From an optimization exercise on the open Yosys and OpenROAD flow, aimed at small area; shortcuts taken in it are not production practice.
Where RTL was checked, it was by simulation tests only, not by an equivalence proof against the original.

== tundra ==
// mulNbit
module mulNbit(a, b, clk, cin, rst, sum, cout);
	parameter N = 32;
	input [N-1:0] a, b;
	input cin, clk, rst;
	output reg [N-1:0] sum;
	output reg cout;
  ...
Size: ~1,100 cells after synthesis, ~100 I/O pins.
Settings: LEC_CHECK=0, CAP_MARGIN=10, CORE_MARGIN=2, CORE_UTILIZATION=60, CTS_BUF_LIST=sky130_fd_sc_hd__clkbuf_4 sky130_fd_sc_hd__clkbuf_8, CTS_CLUSTER_DIAMETER=300, CTS_CLUSTER_SIZE=40, GPL_TIMING_DRIVEN=0, PLACE_DENSITY=0.8, SETUP_SLACK_MARGIN=0.05, SLEW_MARGIN=10, SYNTH_HIERARCHICAL=1, SYNTH_MINIMUM_KEEP_SIZE=0; clock period 8.5 ns.
standard.sh (not shown) runs the stock make flow with config.mk's settings and CLKGATE_MAP_FILE= SYNTH_SCRIPT=/design/flow/synth_recipe.tcl, a recipe that flattens the netlist after the stock synthesis.
==> flow/flow/run.sh <==
#!/bin/bash
# The standard layout (standard.sh) with two changes:
#  - after the standard synthesis, every combinational cell is set to the
#    smallest drive strength of its family (flow/downsize.py); the resizer
#    in placement, CTS and routing upsizes what timing needs;
#  - the port buffers are the smallest buffer cell.
set -euo pipefail
ARGS=(BUFFER_PORTS_ARGS="-buffer_cell sky130_fd_sc_hd__buf_1")
R=orfs/results/sky130hd/mulNbit/base
bash standard.sh "${ARGS[@]}" synth > synth.log 2>&1
cp $R/1_2_yosys.v 1_2_yosys.standard.v
python3 flow/downsize.py "$FLOW_HOME/platforms/sky130hd/lib/sky130_fd_sc_hd__tt_025C_1v80.lib" $R/1_2_yosys.v > downsize.log 2>&1
rm -f $R/1_synth.odb $R/1_synth.sdc
bash standard.sh "${ARGS[@]}" finish > standard.log 2>&1
Other scripts of this flow, unchanged in this note and not shown: flow/flow/downsize.py
Setup changes, tundra to raven
- a deleted CTS_CLUSTER_SIZE that had been 40
- a deleted CTS_CLUSTER_DIAMETER that had been 300
- an added GPL_ROUTABILITY_DRIVEN of 0
[summary]
Share of cell area taken by flip-flops and latches delta (raven -> tundra): insignificant. The final layout from raven, which completed every stage, passed the timing, design-rule and antenna checks at the end of the flow. raven -> tundra: final routed wirelength across all metal layers flat. Global router's overall resource usage is higher on raven.
[inputs] delta vs raven
- GPL_ROUTABILITY_DRIVEN removed (was 0)
- GPL_TIMING_DRIVEN changed from 0 to 1
### Flow results
- Diff raven..delta | length of the first detailed-routing pass in iterations | unchanged
- delta vs raven — routed length on met1 rose about 1%.
- Taking raven as the reference point, the number of buffers and inverters on the critical path of delta rises by 2.
- Comparing delta against raven, there is no change at all in die area.
- Relative to raven, final cell utilization of the core has increased by 2.1 points in delta.
- [compare] base=raven new=delta: routed wirelength normalized by instance count shrank by 3.0%.
No run of this note included a check of the RTL's function; only the layout flow was run.

========
== old ==
mulNbit, a different RTL version from the one above (not shown whole).
Size in the first run: about 100 I/O pins, ~11000 sq um of cells after synthesis.
clock: 8.5 ns
lec_check: 0
cap_margin: 10
core_margin: 2
core_utilization: 60
cts_buf_list: sky130_fd_sc_hd__clkbuf_4 sky130_fd_sc_hd__clkbuf_8
gpl_timing_driven: 0
place_density: 0.7
setup_slack_margin: 0.05
slew_margin: 10
synth_hierarchical: 1
synth_minimum_keep_size: 0
==> flow/flow/downsize.py <==
#!/usr/bin/env python3
"""Set every combinational cell of the synthesized netlist to the smallest
drive strength of its family (same function, same pins); the placement and
routing steps' resizer then upsizes whatever timing needs.
usage: downsize.py LIB NETLIST  (rewrites NETLIST in place)"""
import re
import sys
import collections

lib = open(sys.argv[1]).read()
cells = {}
for m in re.finditer(r'\n\s*cell\s*\(\s*"?(\w+)"?\s*\)\s*\{', lib):
    name = m.group(1)
    start = m.end()
    nxt = lib.find('\n    cell (', start)
    body = lib[start:nxt if nxt > 0 else len(lib)]
    am = re.search(r'area\s*:\s*([\d.]+)', body)
    pins = tuple(sorted(re.findall(r'pin\s*\(\s*"?(\w+)"?\s*\)', body)))
    ff = 'ff (' in body or 'ff(' in body or 'latch' in body
    cells[name] = (float(am.group(1)) if am else 0.0, pins, ff)
fam = collections.defaultdict(list)
for name, (area, pins, ff) in cells.items():
    m = re.match(r'(sky130_fd_sc_hd__\w+?)_(\d+)$', name)
    if m:
        fam[(m.group(1), pins)].append((area, int(m.group(2)), name))
best = {}
for (base, pins), lst in fam.items():
    lst.sort()
    for area, n, name in lst:
        best[name] = lst[0][2]
net = open(sys.argv[2]).read()
count = collections.Counter()


def rep(m):
    name = m.group(1)
    if name not in cells or cells[name][2]:
        return m.group(0)
    if name.startswith(('sky130_fd_sc_hd__clkbuf', 'sky130_fd_sc_hd__conb')):
        return m.group(0)
    b = best.get(name, name)
    if cells[b][0] >= cells[name][0]:
        b = name
    if b != name:
        count[(name, b)] += 1
    return m.group(0).replace(name, b, 1)


net = re.sub(r'^\s*(sky130_fd_sc_hd__\w+)\s', rep, net, flags=re.M)
open(sys.argv[2], 'w').write(net)
for (a, b), n in sorted(count.items()):
    print('%4d %s -> %s' % (n, a, b))
Scripts as last shown in full above: flow/flow/run.sh
### old -> new
diff --git a/flow/config.mk b/flow/config.mk
--- a/flow/config.mk
+++ b/flow/config.mk
@@ -11,6 +11,5 @@
 export CTS_BUF_LIST = sky130_fd_sc_hd__clkbuf_4 sky130_fd_sc_hd__clkbuf_8
 export GPL_TIMING_DRIVEN = 0
-export PLACE_DENSITY = 0.7
-export SETUP_SLACK_MARGIN = 0.05
+export PLACE_DENSITY = 0.8
 export SLEW_MARGIN = 10
 export SYNTH_HIERARCHICAL = 1
[summary]
- When new is set beside old, its fraction of the core area covered by cells at the end of the flow turns out to be 0.20 points smaller.
- [compare] base=old new=new: setup slack after layout lost 0.056 ns, relative max-transition margin saw a decrease.

[static timing again, ports no longer ideal]
The flow's constraints put no driver on any port. The routed layouts listed below were extracted and timed again, unchanged, in two steps.
Step 1: set_driving_cell puts a clkbuf_16 on clk and a buf_2 on each other input, an assumption about the parent block.
Step 2 times the ports against the registers' clock, not the clock port: input delays grow and output delays shrink by t, the midpoint of the rising clock arrivals with the driver on.
Slacks: no drivers / after step 1 / after step 2; pairs: no drivers / after step 1.
run | t (ns) | setup slack, ns | hold WS [ns] | worst setup path after step 2
tundra | 0.361 | 0.312 / 0.319 / -0.042 | 2.061 / 2.044 / 2.105 | input to register
raven | 0.358 | 0.201 / 0.220 / -0.138 | 2.071 / 2.051 / 2.106 | input to register
delta | 0.362 | 0.833 / 0.849 / 0.486 | 1.997 / 1.982 / 2.105 | input to register
old | 0.351 | 0.285 / 0.294 / -0.057 | 2.141 / 2.132 / 2.109 | input to register
new | 0.357 | 0.228 / 0.246 / -0.111 | 2.059 / 2.042 / 2.107 | input to register
With both steps, setup timing fails in tundra, raven, old and new, where it was met with ideal ports. The setup slack of tundra, which loses most, moves by +0.007 ns with the drivers and by -0.354 ns with both steps.
